Source: an optimization exercise on an open RTL-to-GDS flow (aim: small area and a short achievable clock period). Production flows keep margins and buffers that such runs may drop.
RTL that was checked went through simulation tests only; none was proved equivalent to the original.
Function not checked in run 1: the RTL went through the layout flow alone.
No activity file was given, so power comes from the tool's default toggle rates.

==> flow/design.v (outline; a module is shown in full before it is edited, if it fits) <==
// module top: 1433 lines
module top (
  input         clk,
  input         rst,
  input  [31:0] a,
  input  [31:0] b,
  output [67:0] y
);
  // ...
==> flow/flow/run.sh <==
#!/bin/bash
# Own layout flow: the standard flow, with two changes.
#  1. After the standard synthesis, polarity.py removes inverters around the full adders
#     (a netlist rewrite that keeps every register and the logic function).
#  2. Port buffers are buf_2 cells instead of the default delay-buffer cells.
# Each tool's output goes to a log file of its own in this folder.
set -euo pipefail
here=$(pwd)
R=$here/orfs/results/$FLOW_PLATFORM/top/base
bash standard.sh "$R/1_2_yosys.v" > synth.log 2>&1
cp "$R/1_2_yosys.v" "$here/1_2_yosys.std.v"
python3 flow/polarity.py "$here/1_2_yosys.std.v" "$R/1_2_yosys.v" > polarity.log 2>&1
export BUFFER_PORTS_ARGS="-buffer_cell sky130_fd_sc_hd__buf_2"
bash standard.sh > layout.log 2>&1
==> flow/flow/polarity.py <==
#!/usr/bin/env python3
"""Remove inverters around full adders in a flat sky130hd netlist from Yosys.

A full adder is self-dual: inverting its three inputs inverts both outputs. Yosys's
full-adder extraction often leaves an inverter between two adders. For each full adder
this pass checks whether computing it on inverted inputs (and so giving inverted outputs)
needs fewer inverters, counting AND2<->NAND2 swaps of single-load partial products, and
rewires it when the cell area goes down. The logic function of every register input and
output port is unchanged. Usage: polarity.py IN.v OUT.v"""
import re, sys
from collections import defaultdict

P = 'sky130_fd_sc_hd__'
AREA = {'inv': 3.7536, 'and2': 6.256, 'nand2': 3.7536}
OUTPINS = {'X', 'Y', 'Q', 'Q_N', 'COUT', 'SUM', 'HI', 'LO'}

src = open(sys.argv[1]).read()
m = re.search(r'^module\s+(\w+)\s*\(', src, re.M)
start = m.start()
endm = src.index('endmodule', start)
body = src[start:endm]
pre, post = src[:start], src[endm:]

decl_lines, ports = [], set()
cells = {}          # name -> [type, {pin: net}]
order = []
cell_re = re.compile(r'^\s*(\S+)\s+(\S+)\s*\((.*?)\);', re.S | re.M)
pin_re = re.compile(r'\.(\w+)\s*\(\s*(.*?)\s*\)\s*(?:,|$)', re.S)
header_end = body.index(';') + 1
header = body[:header_end]
rest = body[header_end:]
pos = 0
for st in re.finditer(r'[^;]*;', rest, re.S):
    s = st.group(0).strip()
    if not s:
        continue
    if re.match(r'(input|output|inout)\b', s):
        decl_lines.append(s)
        for nm in re.findall(r'([\\\w][^\s,;]*)\s*(?=[,;]|$)', s.split(']')[-1] if ']' in s else s[len(s.split()[0]):]):
            ports.add(nm.strip())
        continue
    if re.match(r'wire\b', s):
        w = re.match(r'wire\s+(\[[^\]]*\]\s*)?(.*);', s, re.S)
        nm = w.group(2).strip()
        if nm in ports:
            decl_lines.append(s)
        continue
    if s.startswith('assign'):
        raise SystemExit('polarity.py: unexpected assign: ' + s[:80])
    mm = re.match(r'(\S+)\s+(\\\S+\s|\S+)\s*\((.*)\)\s*;', s, re.S)
    if not mm:
        raise SystemExit('polarity.py: cannot parse: ' + s[:120])
    typ, name, pins = mm.group(1), mm.group(2).strip(), mm.group(3)
    pd = {}
    for pm in re.finditer(r'\.(\w+)\s*\(\s*((?:\\\S+\s)|[^()]*?)\s*\)', pins):
        pd[pm.group(1)] = pm.group(2).strip()
    cells[name] = [typ, pd]
    order.append(name)

def base(t):
    return t[len(P):].rsplit('_', 1)[0] if t.startswith(P) else t

def is_port_net(n):
    return n.split('[')[0] in ports or n in ports

drv, loads = {}, defaultdict(set)
def rebuild():
    drv.clear(); loads.clear()
    for c, (t, pd) in cells.items():
        for p, n in pd.items():
            if p in OUTPINS:
                drv[n] = (c, p)
            else:
                loads[n].add((c, p))
rebuild()

cnt = [0]
def newnet():
    cnt[0] += 1
    return f'_pol{cnt[0]}_'
def newcell():
    cnt[0] += 1
    return f'_polc{cnt[0]}_'

def connect(c, p, n):
    old = cells[c][1][p]
    if p in OUTPINS:
        if drv.get(old) == (c, p):
            del drv[old]
        drv[n] = (c, p)
    else:
        loads[old].discard((c, p))
        loads[n].add((c, p))
    cells[c][1][p] = n

def add_inv(a, y):
    c = newcell()
    cells[c] = [P + 'inv_1', {'A': a, 'Y': y}]
    order.append(c)
    drv[y] = (c, 'Y'); loads[a].add((c, 'A'))
    return c

def del_cell(c):
    t, pd = cells.pop(c)
    for p, n in pd.items():
        if p in OUTPINS:
            if drv.get(n) == (c, p):
                del drv[n]
        else:
            loads[n].discard((c, p))

def inv_loads(n):
    return [c for (c, p) in loads[n] if base(cells[c][0]) in ('inv', 'clkinv')]

def plan_input(n, fa):
    """cost and action to get ~n at one input of fa"""
    d = drv.get(n)
    if d and base(cells[d[0]][0]) in ('inv', 'clkinv'):
        m = cells[d[0]][1]['A']
        others = [l for l in loads[n] if l[0] != fa]
        cost = -AREA['inv'] if not others and not is_port_net(n) else 0.0
        return cost, ('use', m, d[0] if cost else None)
    il = inv_loads(n)
    if il:
        return 0.0, ('use', cells[il[0]][1]['Y'], None)
    if d and not is_port_net(n) and len(loads[n]) == 1:
        b = base(cells[d[0]][0])
        if b == 'and2':
            return AREA['nand2'] - AREA['and2'], ('swap', d[0], 'nand2')
        if b == 'nand2':
            return AREA['and2'] - AREA['nand2'], ('swap', d[0], 'and2')
    return AREA['inv'], ('newinv', n)

def plan_output(o):
    il = [c for c in inv_loads(o) if not is_port_net(cells[c][1]['Y'])]
    pil = [c for c in inv_loads(o) if is_port_net(cells[c][1]['Y'])]
    if len(pil) > 1:
        return None
    invs = pil + il
    rest = [l for l in loads[o] if l[0] not in invs]
    cost = -AREA['inv'] * len(invs)
    if rest or is_port_net(o) or not invs:
        cost += AREA['inv']
    return cost

def flip(fa):
    t, pd = cells[fa]
    for p in ('A', 'B', 'CIN'):
        n = pd[p]
        cost, act = plan_input(n, fa)
        if act[0] == 'use':
            connect(fa, p, act[1])
            if act[2] and not loads[n]:
                del_cell(act[2])
        elif act[0] == 'swap':
            dc = act[1]
            dt, dpd = cells[dc]
            op = 'X' if 'X' in dpd else 'Y'
            out = dpd.pop(op)
            del drv[out]
            np_ = 'Y' if act[2] == 'nand2' else 'X'
            dpd[np_] = out
            drv[out] = (dc, np_)
            cells[dc][0] = P + act[2] + '_1'
        else:
            m = newnet()
            add_inv(n, m)
            connect(fa, p, m)
    for p in ('SUM', 'COUT'):
        o = pd[p]
        il = inv_loads(o)
        pil = [c for c in il if is_port_net(cells[c][1]['Y'])]
        il = pil + [c for c in il if c not in pil]
        if il:
            target = cells[il[0]][1]['Y']
            del_cell(il[0])
            for c in il[1:]:
                q = cells[c][1]['Y']
                del_cell(c)
                for (lc, lp) in list(loads[q]):
                    connect(lc, lp, target)
            connect(fa, p, target)
            if loads[o] or is_port_net(o):
                add_inv(target, o)
        else:
            m = newnet()
            connect(fa, p, m)
            add_inv(m, o)

def area():
    a = 0
    for t, _ in cells.values():
        b = base(t)
        if b in AREA:
            a += AREA[b]
    return a

a0 = area()
for it in range(30):
    changed = 0
    for fa in list(order):
        if fa not in cells or base(cells[fa][0]) != 'fa':
            continue
        pd = cells[fa][1]
        cost = 0.0
        ok = True
        seen = set()
        for p in ('A', 'B', 'CIN'):
            n = pd[p]
            c, act = plan_input(n, fa)
            if n in seen:
                ok = False
            seen.add(n)
            cost += c
        for p in ('SUM', 'COUT'):
            c = plan_output(pd[p])
            if c is None:
                ok = False
                break
            cost += c
        if ok and cost < -0.5:
            flip(fa)
            changed += 1
    if not changed:
        break
order = [c for c in order if c in cells]
a1 = area()
sys.stderr.write(f'polarity.py: {it+1} passes, inv/and2/nand2 area {a0:.1f} -> {a1:.1f}\n')

nets = set()
for c in order:
    for n in cells[c][1].values():
        if not n.startswith("1'") and not is_port_net(n):
            nets.add(n)
out = [pre, header, '\n']
for d in decl_lines:
    out.append('  ' + d + '\n')
for n in sorted(nets):
    out.append(f'  wire {n}{" " if n.startswith(chr(92)) else ""};\n')
for c in order:
    t, pd = cells[c]
    pins = ',\n'.join(f'    .{p}({n}{" " if n.startswith(chr(92)) else ""})' for p, n in pd.items())
    out.append(f'  {t} {c}{" " if c.startswith(chr(92)) else ""} (\n{pins}\n  );\n')
out.append(post)
open(sys.argv[2], 'w').write(''.join(out))
==> flow/standard.sh <==
#!/bin/bash
# synth_recipe.tcl (not shown) runs the flow's synth.tcl, then flattens the netlist and writes it again
# the make line also repeats each setting of config.mk as NAME=value (left out here)
make -C /OpenROAD-flow-scripts/flow DESIGN_CONFIG=/design/flow/config.mk WORK_HOME=/design/flow/orfs CLKGATE_MAP_FILE= SYNTH_SCRIPT=/design/flow/synth_recipe.tcl "${@:-finish}"
==> flow/config.mk <==
export PLATFORM = sky130hd
export DESIGN_NAME = top
export DESIGN_NICKNAME = top
export VERILOG_FILES = /design/flow/design.v
export SDC_FILE = /design/flow/constraint.sdc
export NUM_CORES = 4
export LEC_CHECK = 0
export CAP_MARGIN = 20
export CORE_MARGIN = 2
export CORE_UTILIZATION = 40
export SLEW_MARGIN = 70
==> flow/constraint.sdc <==
create_clock -name core_clock -period 12.0 [get_ports {clk}]
set_input_delay 2.4000 -clock core_clock [delete_from_list [all_inputs] [get_ports {clk}]]
set_output_delay 2.4000 -clock core_clock [all_outputs]
set_load 0.01 [all_outputs]
==> metrics.log, run 1 <==
INFO  metric crit_path_end = c21_q1[3]$_DFF_PP0_
INFO  metric cts_root_buffer_type = sky130_fd_sc_hd__clkbuf_16
INFO  metric power.share.combinational = 72.9%
INFO  metric netlist_area = 0.0167 mm²
INFO  metric run_status = complete, no violations
INFO  metric fmax = between 0.15 and 0.2 GHz
INFO  metric grt.met1_usage = 25.0%
INFO  metric timing.max_cap.violations = 0
INFO  metric worst_ep_required_time = 12280 ps
INFO  metric nMultiInputCombCells = ~1.2k
INFO  metric tritoncts = yes
INFO  metric mostFrequentLayoutCells = sky130_fd_sc_hd__nand2_1, sky130_fd_sc_hd__fa_1, sky130_fd_sc_hd__inv_1
INFO  metric largest_net_degree_at_the_start_of_global_routing = 50
INFO  metric final_cell_count_no_fill = about 2.2k
INFO  metric min_period_over_period = 46.1%
INFO  metric gr-usage-met2 = between 30% and 40%
INFO  metric p_int = 1.89 mW
INFO  metric detailed_routed_wire_length_on_met2 = 19900 µm
INFO  metric postLayoutSetupSlackWorst = 6460 ps
INFO  metric first_pass_grt_wire_length = about 66000 µm
INFO  metric buffer_area_share = 3.91%
INFO  metric num-fill-cells = around 4.0k
INFO  metric holdWs = 2000 ps
INFO  metric grt_pass1_vias = 12.9k
INFO  metric rsz0062_at_grt = no
INFO  metric cp-startpoint = b[4]
INFO  metric number_of_buffers_inserted_by_post_cts_setup_repair = 0
INFO  metric crit_buf_inv = 2
INFO  metric core_ar = 0.0410 mm²
INFO  metric ctsResizeCount = 0
INFO  metric power.density_cell_area = 195 mW/mm²
INFO  metric design.seq.count = 108
INFO  metric layout.cells.largest_class = multi-input combinational cells
INFO  metric cp_slowest_cell = sky130_fd_sc_hd__fa_1
INFO  metric place_ws = 6060 ps
INFO  metric synth-warning-count = 1
INFO  metric start_to_end_type_of_the_worst_setup_path = primary input to flip-flop
INFO  metric pg_clk = 0.350 mW
INFO  metric dp_cells = about 2.2k
INFO  metric post_layout_min_period = 5540 ps
INFO  metric synth_fp_nets = between 2k and 2.5k
INFO  metric grt-busiest-layer = met2
INFO  metric worstPathCellList = buf_2 -> nand2_1 -> fa_1 -> fa_1 -> fa_1 -> fa_1 -> fa_1 -> fa_1 -> inv_1
INFO  metric multi_input_gate_share_of_total_cell_area = 71.6%
INFO  metric grt_antenna_before_repair = 0
==> inputs of run 2 (changes only) <==
--- a/flow/design.v
+++ b/flow/design.v
@@ -1417,17 +1417,13 @@
   wire [10:0] c12_q0_d = {1'b0, c12_c676, c12_c674, c12_c672, c12_c670, c12_c668, c12_c666, c12_c664, c12_c662, c12_c660, c12_c658};
   wire [10:0] c12_q1_d = {1'b0, c12_c648, c12_s675, c12_s673, c12_s671, c12_s669, c12_s667, c12_s665, c12_s663, c12_s661, c12_s659};
   wire [6:0] c21_ql_d = c21_lo;
   wire [10:0] c21_q0_d = {1'b0, c21_c1014, c21_c1012, c21_c1010, c21_c1008, c21_c1006, c21_c1004, c21_c1002, c21_c1000, c21_c998, c21_c996};
   wire [10:0] c21_q1_d = {1'b0, c21_c986, c21_s1013, c21_s1011, c21_s1009, c21_s1007, c21_s1005, c21_s1003, c21_s1001, c21_s999, c21_s997};
   wire [6:0] c22_ql_d = c22_lo;
   wire [10:0] c22_q0_d = {1'b0, c22_c1352, c22_c1350, c22_c1348, c22_c1346, c22_c1344, c22_c1342, c22_c1340, c22_c1338, c22_c1336, c22_c1334};
   wire [10:0] c22_q1_d = {1'b0, c22_c1324, c22_s1351, c22_s1349, c22_s1347, c22_s1345, c22_s1343, c22_s1341, c22_s1339, c22_s1337, c22_s1335};
-  wire [12:0] c11_hs = {1'b0, c11_q0, c11_ql[6]} + {1'b0, c11_q1, c11_ql[6]};
-  assign y[16:0] = {c11_hs[11:1], c11_ql[5:0]};
-  wire [12:0] c12_hs = {1'b0, c12_q0, c12_ql[6]} + {1'b0, c12_q1, c12_ql[6]};
-  assign y[33:17] = {c12_hs[11:1], c12_ql[5:0]};
-  wire [12:0] c21_hs = {1'b0, c21_q0, c21_ql[6]} + {1'b0, c21_q1, c21_ql[6]};
-  assign y[50:34] = {c21_hs[11:1], c21_ql[5:0]};
-  wire [12:0] c22_hs = {1'b0, c22_q0, c22_ql[6]} + {1'b0, c22_q1, c22_ql[6]};
-  assign y[67:51] = {c22_hs[11:1], c22_ql[5:0]};
+  assign y[16:0] = {c11_q0 + c11_q1 + c11_ql[6], c11_ql[5:0]};
+  assign y[33:17] = {c12_q0 + c12_q1 + c12_ql[6], c12_ql[5:0]};
+  assign y[50:34] = {c21_q0 + c21_q1 + c21_ql[6], c21_ql[5:0]};
+  assign y[67:51] = {c22_q0 + c22_q1 + c22_ql[6], c22_ql[5:0]};
 endmodule
==> metrics.log, run 2 <==
INFO  metric run_status = complete, no violations (unchanged)
INFO  metric rsz0062_at_grt = no (unchanged)
INFO  metric ctsResizeCount = 0 (unchanged)
INFO  metric core.rowCount = 74 (unchanged)
INFO  metric critical-path-top-cell-by-count = sky130_fd_sc_hd__fa_1 (unchanged)
INFO  metric count_of_input_and_output_buffers = 133 (unchanged)
INFO  metric finalSetupTns = 0 ps (unchanged)
INFO  metric setup_viol = 0 (unchanged)
INFO  metric synth-warning-count = 1 (unchanged)
INFO  metric grt_pass1_vias = 12.6k (was 12.9k)
INFO  metric route.met3.wl = 2240 µm (was 1810 µm)
INFO  metric globalRouteTotalUtil = 19.4% (was 19.2%)
INFO  metric wirelength_met1 = 14500 µm (was 15600 µm)
INFO  metric timing.max_cap.violations = 0 (unchanged)
INFO  metric synth_fp_nets = 2146 (was 2185)
INFO  metric globalRoute.totalOverflow = 0 (unchanged)
INFO  metric holdWs = 1960 ps (was 2000 ps)
INFO  metric drt-initial-drc-count = 641 (was 706)
INFO  metric start_to_end_type_of_the_worst_setup_path = primary input to flip-flop (unchanged)
INFO  metric drt_drc_violations_left = 0 (unchanged)
INFO  metric worst_ir_drop_vdd = 128 µV (was 93.8 µV)
INFO  metric post_layout_min_period = 5580 ps (was 5540 ps)
INFO  metric postSynthCellCount = 1588 (was 1627)
INFO  metric slew_violations = 0 (unchanged)
INFO  metric grt_antenna_before_repair = 2 (was 0)
INFO  metric dp_cells = 2163 (was 2200)
INFO  metric routabilityCongestion = 0.803 (was 0.830)
INFO  metric cpPeakStageDelay = 590 ps (was 580 ps)
INFO  metric detailed_routed_wire_length_on_met2 = 20100 µm (was 19900 µm)
INFO  metric post_cts_hold_buffer_count = 0 (unchanged)
INFO  metric cts_root_buffer_type = sky130_fd_sc_hd__clkbuf_16 (unchanged)
INFO  metric die_h = 206 µm (was 208 µm)
INFO  metric clockBufferDepth = 2 (unchanged)
INFO  metric slew-limit-headroom = 70.7% (was 69.9%)
INFO  metric worstPathCellList = buf_2 -> nand2_1 -> fa_1 -> fa_1 -> fa_1 -> fa_1 -> fa_1 -> fa_1 -> inv_1 (unchanged)
INFO  metric final_common_cell = sky130_fd_sc_hd__nand2_1 (unchanged)
INFO  metric final_layout_size_suffix_gt1_share = 9.58% (was 9.98%)
INFO  metric num_vias = 11.2k (was 11.5k)
INFO  metric synthToLayoutAreaGrowth = 7.73% (was 7.70%)
INFO  metric length_of_the_first_detailed_routing_pass_in_iterations = 5 (was 4)
INFO  metric num-fill-cells = 3888 (was 3963)
INFO  metric worst_ep_required_time = 12280 ps (about the same)
INFO  metric route.detailed.vias_per_inst = 5.14 (was 5.19)
INFO  metric number_of_buffers_inserted_by_post_cts_setup_repair = 0 (unchanged)
INFO  metric power.static_leakage = 7.81 nW (was 7.99 nW)
INFO  metric cp_slowest_cell = sky130_fd_sc_hd__fa_1 (unchanged)
INFO  metric largest_net_degree_at_the_start_of_global_routing = 56 (was 50)
INFO  metric tritoncts_sinks = 108 (unchanged)
INFO  metric dieWidth = 206 µm (was 208 µm)
INFO  metric detail_route.wl_per_cell = 17.2 µm (was 17.3 µm)
INFO  metric dr.max_layer_used = met5 (was met4)
INFO  metric start_util = 40.3% (was 40.7%)
INFO  metric core_ar = 0.0406 mm² (was 0.0410 mm²)
INFO  metric detail-route-antenna-nets = 0 (unchanged)
INFO  metric dp_hpwl = 31100 µm (was 31400 µm)
INFO  metric clk_pin_slew = 80 ps (was 70 ps)
INFO  metric min_period_over_period = 46.5% (was 46.1%)
INFO  metric htree_levels = 3 (unchanged)
INFO  metric min_path_type = primary input to asynchronous set/reset pin (unchanged)
INFO  metric layout.area.seq = 0.00270 mm² (unchanged)
INFO  metric num-nets-final = 2203 (was 2237)
INFO  metric timing.critical_path.arrival = 5860 ps (was 5820 ps)
INFO  metric final_cell_count_no_fill = 2185 (was 2216)
INFO  metric endpoint_kind_of_the_worst_setup_timing_path = flip-flop (unchanged)
INFO  metric fmax = 0.179 GHz (was 0.181 GHz)
INFO  metric tritoncts.num_buffers = 9 (unchanged)
INFO  metric final_hold_viol_count = 0 (unchanged)
INFO  metric tritoncts = yes (unchanged)
INFO  metric area_taken_by_multi_input_logic_gates = 0.0126 mm² (was 0.0129 mm²)
INFO  metric actual_transition_at_the_worst_max_transition_pin = 440 ps (was 452 ps)
INFO  metric drt-total-wl = 37700 µm (was 38300 µm)
INFO  metric first_pass_grt_wire_length = 63900 µm (was 65700 µm)
INFO  metric path_max_fanout = 16 (unchanged)
INFO  metric fp.dieArea = 0.0426 mm² (was 0.0434 mm²)
INFO  metric worstSetupStartpointType = primary input (unchanged)
INFO  metric mostFrequentLayoutCells = sky130_fd_sc_hd__nand2_1, sky130_fd_sc_hd__fa_1, sky130_fd_sc_hd__inv_1 (unchanged)
INFO  metric syn_avg_cell_area = 10.3 µm² (about the same)
INFO  metric power.density_cell_area = 187 mW/mm² (was 195 mW/mm²)
INFO  metric netlist_area = 0.0164 mm² (was 0.0167 mm²)
INFO  metric io-pin-count = 134 (unchanged)
==> run 2: where the power goes <==
group          leakage [nW]  switching [mW]  internal [mW]
Clock                 0.136           0.148          0.148
Sequential             1.31          0.0567          0.545
Combinational          6.36            1.34           1.06
==> run 2: final cells by class <==
cell class / instances / share of cell area (%)
inverter: 178 / 3.86
sequential: 108 / 15.3
timing repair buffer: 137 / 4.12
multi-input combinational: 1211 / 71.3
tap: 532 / 3.77
antenna: 3 / 0.0425
clock inverter: 6 / 0.262
clock buffer: 10 / 1.35
==> run 2: through the flow <==
| stage | cell area (µm²) | util, % | worst slack (ps) | power, mW |
|---|---|---|---|---|
| floorplan | 16400 | - | 6220 | 2.38 |
| global placement | 17300 | 42.6 | 6080 | 3.05 |
| detailed placement | 17300 | 42.6 | 6040 | 3.09 |
| CTS | 17600 | 43.3 | 6450 | 3.40 |
| global route | 17600 | 43.4 | 6300 | 3.73 |
| finish | 17700 | 43.4 | 6420 | 3.29 |
==> run 2: metal layers <==
metal | vias up | track usage (%)
met2 | 360 | 34.8
met4 | 2 | 5.31
met5 | - | 0
li1 | 4883 | -
met1 | 5935 | 24.4
met3 | 54 | 2.87
==> run 2: worst max-delay path by stage <==
stage / depth (start not counted) / to / slack, ps / start
global route: 9 / c11_q1[3]$_DFF_PP0_ / 6300 / a[3]
global placement: 9 / c11_q1[3]$_DFF_PP0_ / 6080 / a[3]
floorplan: 9 / c22_q1[3]$_DFF_PP0_ / 6220 / a[19]
CTS: 9 / c11_q1[3]$_DFF_PP0_ / 6450 / a[3]
finish: 9 / c11_q1[3]$_DFF_PP0_ / 6420 / a[3]
detailed placement: 9 / c11_q1[3]$_DFF_PP0_ / 6040 / a[3]
==> run 2: critical path, delay by kind of cell <==
family / cells / cell delay [ps]
adder cells (fa/ha/maj): 6 / 2970
buffers and inverters: 2 / 340
AND/OR/NAND/NOR: 1 / 150

==> what the ideal ports hide <==
How much do the figures lean on ideal ports? The routed layouts below were timed once more, with nothing changed but the port constraints. Step 1 sets driving cells, clkbuf_16 on the clock port and buf_2 on the other inputs (assumed; they add their load-dependent delay and slew). Step 2, shift: input delay + t, output delay - t, t = (earliest + latest rising clock arrival at the registers) / 2. This alone moves slack from input paths to output paths. Slacks: ideal ports / drivers / drivers and shift; pairs: ideal ports / drivers.
run	t, ns	setup slack, ns	worst setup path after step 2	clock arrival spread, ns	slew at the worst register clock pin (ns)
run 1	0.437	6.464 / 6.479 / 6.042	input to register	0.012 / 0.012	0.07 / 0.07
run 2	0.427	6.417 / 6.443 / 6.016	input to register	0.012 / 0.012	0.08 / 0.08
After both steps setup and hold are still met in every run listed. For run 1, which loses most, drivers alone change the setup slack by +0.015 ns; drivers and shift together by -0.422 ns.
